Context: an optimization exercise on an open-source flow, tuned for small area, a short achievable clock period and few clock cycles. The choices shown serve that exercise and are no tape-out recipe.
The RTL was checked by simulation tests, not by an equivalence proof against the original design.
No activity file was given, so power comes from the tool's default toggle rates.

Design HW2_divider, start of the top module:
module HW2_divider(Clk, Rst, St, Divisor, Dividend, Quotient, Remainder, Overflow, Done);
	input Clk, Rst, St;
	input [15:0] Divisor;
	input [15:0] Dividend;
	output [15:0] Quotient;
	output [15:0] Remainder;
	output Overflow;
	output reg Done;
	reg [15:0] R;      
	reg [15:0] Bn;     
	wire [15:0] B = ~Bn;
	reg [15:0] Q;      
	reg [2:0] cnt;     
	reg ovf;
	reg [2:0] e;
	always @(*) begin
		casez (Divisor)
			16'b1???????????????, 16'b01??????????????: e = 3'd0;
			16'b001?????????????, 16'b0001????????????: e = 3'd1;
			16'b00001???????????, 16'b000001??????????: e = 3'd2;
			16'b0000001?????????, 16'b00000001????????: e = 3'd3;
			16'b000000001???????, 16'b0000000001??????: e = 3'd4;
			16'b00000000001?????, 16'b000000000001????: e = 3'd5;
			16'b0000000000001???, 16'b00000000000001??: e = 3'd6;
			default: e = 3'd7;
		endcase
	end
	wire [15:0] n1 = e[2] ? {Divisor[7:0], 8'b0} : Divisor;
	wire [15:0] n2 = e[1] ? {n1[11:0], 4'b0} : n1;
	wire [15:0] n3 = e[0] ? {n2[13:0], 2'b0} : n2;
	wire [17:0] d1 = {2'b0, R} - {2'b0, B};
	wire [17:0] d2 = {2'b0, R} - {1'b0, B, 1'b0};
	wire [18:0] ca = {3'b0, R};
	wire [18:0] cb = ~{3'b0, B};
	wire [18:0] cc = ~{2'b0, B, 1'b0};
	wire [18:0] cs = ca ^ cb ^ cc;
	wire [18:0] cy = {(ca[17:0] & cb[17:0]) | (ca[17:0] & cc[17:0]) | (cb[17:0] & cc[17:0]), 1'b1};
  ...
Settings: LEC_CHECK=0, ABC_AREA=1, ABC_CLOCK_PERIOD_IN_PS=2000, CAP_MARGIN=20, CORE_MARGIN=2, CORE_UTILIZATION=40, SETUP_SLACK_MARGIN=3.2, SLEW_MARGIN=20; clock period 6.0 ns.
standard.sh (not shown) runs the stock make flow with config.mk's settings and CLKGATE_MAP_FILE= SYNTH_SCRIPT=/design/flow/synth_recipe.tcl, a recipe that flattens the netlist after the stock synthesis.
==> flow/flow/run.sh <==
#!/bin/bash
# The standard layout, with each port buffered by a small buffer instead of
# the delay cell that buffer_ports picks by default, and synthesis leaves
# adders to abc instead of mapping them to fa/ha cells.
set -euo pipefail
bash standard.sh "BUFFER_PORTS_ARGS=-buffer_cell sky130_fd_sc_hd__buf_1" "ADDER_MAP_FILE=" finish > standard.log 2>&1
The starting point completed without violations.
Testbench counts at the start, summed over its fixed seeds: cycles 47,499.
Then changed:
SETUP_SLACK_MARGIN = 3.3   (was 3.2)
What happened: The changed run completed with no timing, DRC or antenna violations. Global-route usage rises by 0.46 points. Design area came out higher by 3.4%. Worst setup slack loses 0.21 ns. Worst hold slack is about the same. Register-to-register slack is better by 0.098 ns. Clock-buffer cell count came out lower by 1. Routed wire length came out higher by 3.2%. Maximum frequency fell by about 7%. Via count climbs by about 2.2%. Synthesized area stays the same. Die area stays the same.
Then changed:
SETUP_SLACK_MARGIN = 2.9   (was 3.3)
- The changed run completed without violations
- cell count came out lower by 2.7%
- count of clock-buffer cells in the layout came out higher by 1
- final area came out lower by 6.9%
- global-route usage came out lower by 0.61 points
Then changed:
SETUP_SLACK_MARGIN = 3.1   (was 2.9)
=> Area after synthesis is unchanged. Via count goes up by 1.1%. Routed wire length climbs by 0.93%. Clock-buffer cell count stays the same. First-iteration DRC count rises by 5.6%. Sequential share of layout area fell by 0.42 points.
Then changed:
SETUP_SLACK_MARGIN = 3.0   (was 3.1)
What happened: Combinational power hardly moves; design area shrinks by about 1.6%; global-route usage shrinks by 0.12 points; total power shrinks by about 0.8%; hold slack barely changes; die area stays the same; maximum frequency shrinks by about 3.6%.

HW2_divider, a different RTL version from the one above (not shown whole).
Size: roughly 470 cells after synthesis, roughly 54 flip-flops, about 69 I/O pins.
==> flow/config.mk <==
export PLATFORM = sky130hd
export DESIGN_NAME = HW2_divider
export DESIGN_NICKNAME = HW2_divider
export VERILOG_FILES = /design/flow/design.v
export SDC_FILE = /design/flow/constraint.sdc
export NUM_CORES = 4
export LEC_CHECK = 0
export ABC_AREA = 1
export ABC_CLOCK_PERIOD_IN_PS = 2000
export CAP_MARGIN = 20
export CORE_MARGIN = 2
export CORE_UTILIZATION = 40
export SETUP_SLACK_MARGIN = 3.1
export SLEW_MARGIN = 20
==> flow/constraint.sdc <==
create_clock -name core_clock -period 6.0 [get_ports {Clk}]
set_input_delay 1.2000 -clock core_clock [delete_from_list [all_inputs] [get_ports {Clk}]]
set_output_delay 1.2000 -clock core_clock [all_outputs]
set_load 0.01 [all_outputs]
==> flow/flow/run.sh <==
#!/bin/bash
# The standard layout, with each port buffered by a small buffer instead of
# the delay cell that buffer_ports picks by default.
set -euo pipefail
bash standard.sh "BUFFER_PORTS_ARGS=-buffer_cell sky130_fd_sc_hd__buf_1" finish > standard.log 2>&1
The first run produced a clean layout.
Testbench counts at the start, summed over its fixed seeds: cycles 83,106.
==> next run, changes <==
- CTS_CLUSTER_DIAMETER: default -> 100
- CTS_CLUSTER_SIZE: default -> 40
- SETUP_SLACK_MARGIN: 3.1 -> 3.5
Wire length went up by 8.5%; power climbs by 5.8%; cell area went up by 9.9%; sequential power hardly moves; setup slack improved by 200 ps.
==> next run, changes <==
- CTS_CLUSTER_DIAMETER: 100 -> default
- CTS_CLUSTER_SIZE: 40 -> default
- SETUP_SLACK_MARGIN: 3.5 -> 3.2
Routed wire length is lower by 7.0%; hold slack is better by 3.8 ps; power falls by about 5%; final cell count is lower by 2.7%; global-route usage falls by 0.71 points; die area does not change; synthesized area stays the same; combinational power went down by 13%.
==> next run, changes <==
==> flow/flow/run.sh (replaced) <==
#!/bin/bash
# The standard layout, with each port buffered by a small buffer instead of
# the delay cell that buffer_ports picks by default.
set -euo pipefail
bash standard.sh "BUFFER_PORTS_ARGS=-buffer_cell sky130_fd_sc_hd__buf_2" finish > standard.log 2>&1
- ABC_AREA: 1 -> default
- SETUP_SLACK_MARGIN: 3.2 -> 3.5
Outcome: The new run ran to the end with no violations; cell area rose by a quarter to a third; setup slack is worse by 380 ps; die area came out higher slightly; clock power stays flat; flip-flop and latch count does not change; hold slack gains 48 ps; maximum frequency came out lower by roughly a tenth; via count rises by roughly a tenth; count of clock-buffer cells in the layout is unchanged.

The RTL this note starts from:
==> flow/design.v <==
module HW2_divider(Clk, Rst, St, Divisor, Dividend, Quotient, Remainder, Overflow, Done);
	input Clk, Rst, St;
	input [15:0] Divisor;
	input [15:0] Dividend;
	output [15:0] Quotient;
	output [15:0] Remainder;
	output Overflow;
	output reg Done;
	reg [15:0] R;      
	reg [15:0] B;      
	reg [15:0] Q;      
	reg [2:0] cnt;     
	reg ovf;
	reg [2:0] e;
	always @(*) begin
		casez (Divisor)
			16'b1???????????????, 16'b01??????????????: e = 3'd0;
			16'b001?????????????, 16'b0001????????????: e = 3'd1;
			16'b00001???????????, 16'b000001??????????: e = 3'd2;
			16'b0000001?????????, 16'b00000001????????: e = 3'd3;
			16'b000000001???????, 16'b0000000001??????: e = 3'd4;
			16'b00000000001?????, 16'b000000000001????: e = 3'd5;
			16'b0000000000001???, 16'b00000000000001??: e = 3'd6;
			default: e = 3'd7;
		endcase
	end
	wire [15:0] n1 = e[2] ? {Divisor[7:0], 8'b0} : Divisor;
	wire [15:0] n2 = e[1] ? {n1[11:0], 4'b0} : n1;
	wire [15:0] n3 = e[0] ? {n2[13:0], 2'b0} : n2;
	wire [17:0] d1 = {2'b0, R} - {2'b0, B};
	wire [17:0] d2 = {2'b0, R} - {1'b0, B, 1'b0};
	wire [18:0] ca = {3'b0, R};
	wire [18:0] cb = ~{3'b0, B};
	wire [18:0] cc = ~{2'b0, B, 1'b0};
	wire [18:0] cs = ca ^ cb ^ cc;
	wire [18:0] cy = {(ca[17:0] & cb[17:0]) | (ca[17:0] & cc[17:0]) | (cb[17:0] & cc[17:0]), 1'b1};
	wire [18:0] d3 = cs + cy + 19'd1;
	wire ge1 = ~d1[17];
	wire ge2 = ~d2[17];
	wire ge3 = ~d3[18];
	wire s3 = ge3;
	wire s2 = ge2 & ~ge3;
	wire s1 = ge1 & ~ge2;
	wire s0 = ~ge1;
	wire [15:0] rn = ({16{s3}} & d3[15:0]) | ({16{s2}} & d2[15:0]) |
	                 ({16{s1}} & d1[15:0]) | ({16{s0}} & R);
	assign Quotient = Q;
	assign Remainder = R;
	assign Overflow = ovf;
	always @(posedge Clk) begin
		if (Rst)
			Done <= 1'b1;
		else if (Done)
			Done <= ~St;
		else if (cnt == 3'd0 || ovf)
			Done <= 1'b1;
	end
	always @(posedge Clk) begin
		if (Done) begin
			B <= n3;
			cnt <= e;
			if (St) begin
				R <= Dividend;
				Q <= 16'd0;
				ovf <= ~|Divisor;
			end
		end else begin
			R <= rn;
			Q <= {Q[13:0], ge2, ge3 | (ge1 & ~ge2)};
			B <= {2'b0, B[15:2]};
			cnt <= cnt - 3'd1;
		end
	end
endmodule
==> flow/config.mk <==
export PLATFORM = sky130hd
export DESIGN_NAME = HW2_divider
export DESIGN_NICKNAME = HW2_divider
export VERILOG_FILES = /design/flow/design.v
export SDC_FILE = /design/flow/constraint.sdc
export NUM_CORES = 4
export LEC_CHECK = 0
export ABC_AREA = 1
export ABC_CLOCK_PERIOD_IN_PS = 2000
export CAP_MARGIN = 20
export CORE_MARGIN = 2
export CORE_UTILIZATION = 40
export SETUP_SLACK_MARGIN = 3.0
export SLEW_MARGIN = 20
==> flow/constraint.sdc <==
create_clock -name core_clock -period 6.0 [get_ports {Clk}]
set_input_delay 1.2000 -clock core_clock [delete_from_list [all_inputs] [get_ports {Clk}]]
set_output_delay 1.2000 -clock core_clock [all_outputs]
set_load 0.01 [all_outputs]
==> flow/flow/run.sh <==
#!/bin/bash
# The standard layout, with each port buffered by a small buffer instead of
# the delay cell that buffer_ports picks by default, and synthesis leaves
# adders to abc instead of mapping them to fa/ha cells.
set -euo pipefail
bash standard.sh "BUFFER_PORTS_ARGS=-buffer_cell sky130_fd_sc_hd__buf_1" "ADDER_MAP_FILE=" finish > standard.log 2>&1
The starting point went through all stages and came out clean.
Testbench counts at the start, summed over its fixed seeds: cycles 47,499.
Then changed:
==> flow/flow/run.sh (replaced) <==
#!/bin/bash
# The standard layout, with each port buffered by a small buffer instead of
# the delay cell that buffer_ports picks by default.
set -euo pipefail
bash standard.sh "BUFFER_PORTS_ARGS=-buffer_cell sky130_fd_sc_hd__buf_1" finish > standard.log 2>&1
--- a/flow/config.mk
+++ b/flow/config.mk
@@ -8 +7,0 @@
-export ABC_AREA = 1
@@ -13 +12 @@
-export SETUP_SLACK_MARGIN = 3.0
+export SETUP_SLACK_MARGIN = 2
What happened: Die area falls by 13%. Setup slack is worse by 0.93 ns. Global-route usage goes down by 0.98 points. Power fell by 1.2%. Critical path depth decreases by 2. Routed wire length went down by 22%. Core utilization stays flat. Via count is lower by 29%. Clock skew hardly moves. Clock power came out lower by about 5%. Design area shrinks by 13%.
Then changed:
==> flow/flow/run.sh (replaced) <==
#!/bin/bash
# The standard layout, with each port buffered by a small buffer instead of
# the delay cell that buffer_ports picks by default.
set -euo pipefail
bash standard.sh "BUFFER_PORTS_ARGS=-buffer_cell sky130_fd_sc_hd__buf_2" finish > standard.log 2>&1
--- a/flow/config.mk
+++ b/flow/config.mk
@@ -11,2 +11,2 @@
-export CORE_UTILIZATION = 40
-export SETUP_SLACK_MARGIN = 2
+export CORE_UTILIZATION = 60
+export SETUP_SLACK_MARGIN = 3
Outcome: Routed wire length rose by 13%; global-route usage goes up by 11 points; power grows by 26%; die area shrinks by 32%; flip-flop and latch count stays the same; setup slack is better by 0.39 ns.

// HW2_divider: RTL as listed in full above, without the edits since
clock: 6.0 ns
lec_check: 0
abc_clock_period_in_ps: 1500
cap_margin: 20
core_margin: 2
core_utilization: 40
setup_slack_margin: 2
slew_margin: 20
==> flow/flow/run.sh <==
#!/bin/bash
# The standard layout, with each port buffered by a small buffer instead of
# the delay cell that buffer_ports picks by default.
set -euo pipefail
bash standard.sh "BUFFER_PORTS_ARGS=-buffer_cell sky130_fd_sc_hd__buf_2" finish > standard.log 2>&1
The first run finished with timing, DRC and antenna clean.
Testbench counts at the start, summed over its fixed seeds: cycles 47,499.
Rerun with:
==> flow/flow/run.sh (replaced) <==
#!/bin/bash
# The standard layout, with each port buffered by a small buffer instead of
# the delay cell that buffer_ports picks by default.
set -euo pipefail
bash standard.sh "BUFFER_PORTS_ARGS=-buffer_cell sky130_fd_sc_hd__buf_1" finish > standard.log 2>&1
Settings changed: ABC_AREA set to 1, ABC_CLOCK_PERIOD_IN_PS 1500 to 2000, SETUP_SLACK_MARGIN 2 to 3.4.
Result:
- The changed run passed the timing, design-rule and antenna checks
- cell area went up by a quarter to a third
- flip-flop and latch count stays the same
- worst setup slack improved by 1100 ps
- wire length went up by a quarter to a third
- synthesized area went up by about a fifth
- utilization went up by 4.6 points
Rerun with:
==> flow/flow/run.sh (replaced) <==
#!/bin/bash
# The standard layout, with each port buffered by a small buffer instead of
# the delay cell that buffer_ports picks by default, and synthesis leaves
# adders to abc instead of mapping them to fa/ha cells.
set -euo pipefail
bash standard.sh "BUFFER_PORTS_ARGS=-buffer_cell sky130_fd_sc_hd__buf_1" "ADDER_MAP_FILE=" finish > standard.log 2>&1
Settings changed: SETUP_SLACK_MARGIN 3.4 to 2.6.
Final cell count is higher by a few percent.
Worst setup slack gets worse by 310 ps.
Maximum frequency came out lower by roughly a tenth.
Power fell by well over a third.
Design area decreases by roughly a tenth.
Rerun with:
==> flow/flow/run.sh (replaced) <==
#!/bin/bash
# The standard layout, with each port buffered by a small buffer instead of
# the delay cell that buffer_ports picks by default.
set -euo pipefail
bash standard.sh "BUFFER_PORTS_ARGS=-buffer_cell sky130_fd_sc_hd__buf_2" finish > standard.log 2>&1
Settings changed: ABC_AREA 1 to unset, SETUP_SLACK_MARGIN 2.6 to 2.
What happened:
- non-clock buffer count increases by 4
- design area decreases by roughly a tenth
- register-to-register slack is worse by 950 ps
- via count decreases by a quarter to a third
- flip-flop and latch count stays the same
- total power decreases slightly
- worst setup slack is worse by 840 ps
- die area decreases by roughly a tenth
- maximum frequency decreases by about a fifth
- core utilization increases by 1.3 points

Starts from the design.v that is shown in full above.
==> flow/config.mk <==
export PLATFORM = sky130hd
export DESIGN_NAME = HW2_divider
export DESIGN_NICKNAME = HW2_divider
export VERILOG_FILES = /design/flow/design.v
export SDC_FILE = /design/flow/constraint.sdc
export NUM_CORES = 4
export LEC_CHECK = 0
export ABC_AREA = 1
export ABC_CLOCK_PERIOD_IN_PS = 2000
export CAP_MARGIN = 20
export CORE_MARGIN = 2
export CORE_UTILIZATION = 40
export SETUP_SLACK_MARGIN = 2.5
export SLEW_MARGIN = 20
==> flow/constraint.sdc <==
create_clock -name core_clock -period 6.0 [get_ports {Clk}]
set_input_delay 1.2000 -clock core_clock [delete_from_list [all_inputs] [get_ports {Clk}]]
set_output_delay 1.2000 -clock core_clock [all_outputs]
set_load 0.01 [all_outputs]
==> flow/flow/run.sh <==
#!/bin/bash
# The standard layout, with each port buffered by a small buffer instead of
# the delay cell that buffer_ports picks by default.
set -euo pipefail
bash standard.sh "BUFFER_PORTS_ARGS=-buffer_cell sky130_fd_sc_hd__buf_1" finish > standard.log 2>&1
The starting point passed the timing, design-rule and antenna checks.
Testbench counts at the start, summed over its fixed seeds: cycles 47,499.
==> next run, changes <==
Settings changed: CORE_UTILIZATION 40 to 45, SETUP_SLACK_MARGIN 2.5 to 3.2.
Wire length goes up by 7.3%. Die area goes down by 11%. Setup slack improves by 300 ps. Global-route usage grows by 4.0 points. Design area grows by 10%. Sequential power drops by 4.1%. Hold slack gets better by 9.4 ps. Cell count goes up by 2.2%. Total power rises by 18%.
==> next run, changes <==
Settings changed: ABC_AREA 1 to unset, CORE_UTILIZATION 45 to 40, SETUP_SLACK_MARGIN 3.2 to 2.5.
What happened: Worst hold slack got worse by 20 ps; area after synthesis fell by 14%; power fell by 29%; wire length fell by 17%; setup slack got worse by 650 ps; non-clock buffer count fell by 17; sequential power fell by about 3%.
==> next run, changes <==
Settings changed: ABC_AREA set to 1, SETUP_SLACK_MARGIN 2.5 to 2.
Die area is higher by about 15%.
Power is higher by about 20%.
Area after synthesis is higher by about 16%.
Clock skew stays flat.

-- static timing again, ports no longer ideal --
No port has a modelled driver above. Below, the same layouts with a new extraction and two added sets of constraints. Step 1 assumes that a clkbuf_16 drives the clock port and a buf_2 every other input. Step 2, shift: input delay + t, output delay - t, t = (earliest + latest rising clock arrival at the registers) / 2. This alone moves slack from input paths to output paths. a / b / c = no drivers / after step 1 / after step 2; a / b = the first two.
run	t, ns	setup WS [ns]	worst setup path at the end
the first run of note 1	0.350	3.362 / 3.363 / 3.036	input to register
the second run of note 1	0.353	3.155 / 3.163 / 2.809	input to register
the third run of note 1	0.351	3.119 / 3.119 / 2.843	input to register
the fourth run of note 1	0.350	3.316 / 3.326 / 2.989	input to register
the fifth run of note 1	0.350	3.215 / 3.224 / 2.886	input to register
the first run of note 2	0.341	3.337 / 3.308 / 3.086	input to register
the second run of note 2	0.337	3.533 / 3.526 / 3.190	input to register
the third run of note 2	0.340	3.418 / 3.427 / 3.087	input to register
the fourth run of note 2	0.348	3.039 / 3.030 / 2.682	input to register
the first run of note 3	0.340	3.188 / 3.199 / 2.860	input to register
the second run of note 3	0.347	2.259 / 2.259 / 2.259	register to register
the third run of note 3	0.351	2.650 / 2.650 / 2.650	register to register
the first run of note 4	0.342	2.149 / 2.149 / 2.149	register to register
the second run of note 4	0.354	3.296 / 3.296 / 3.272	input to register
the third run of note 4	0.339	2.987 / 2.995 / 2.656	input to register
the fourth run of note 4	0.342	2.149 / 2.149 / 2.149	register to register
the first run of note 5	0.353	2.905 / 2.905 / 2.791	input to register
the second run of note 5	0.346	3.204 / 3.204 / 3.084	input to register
the third run of note 5	0.350	2.552 / 2.552 / 2.430	input to register
the fourth run of note 5	0.353	2.905 / 2.905 / 2.791	input to register
After both steps setup and hold are still met in every run listed. For the fourth run of note 2, which loses most, drivers alone change the setup slack by -0.009 ns; drivers and shift together by -0.357 ns.
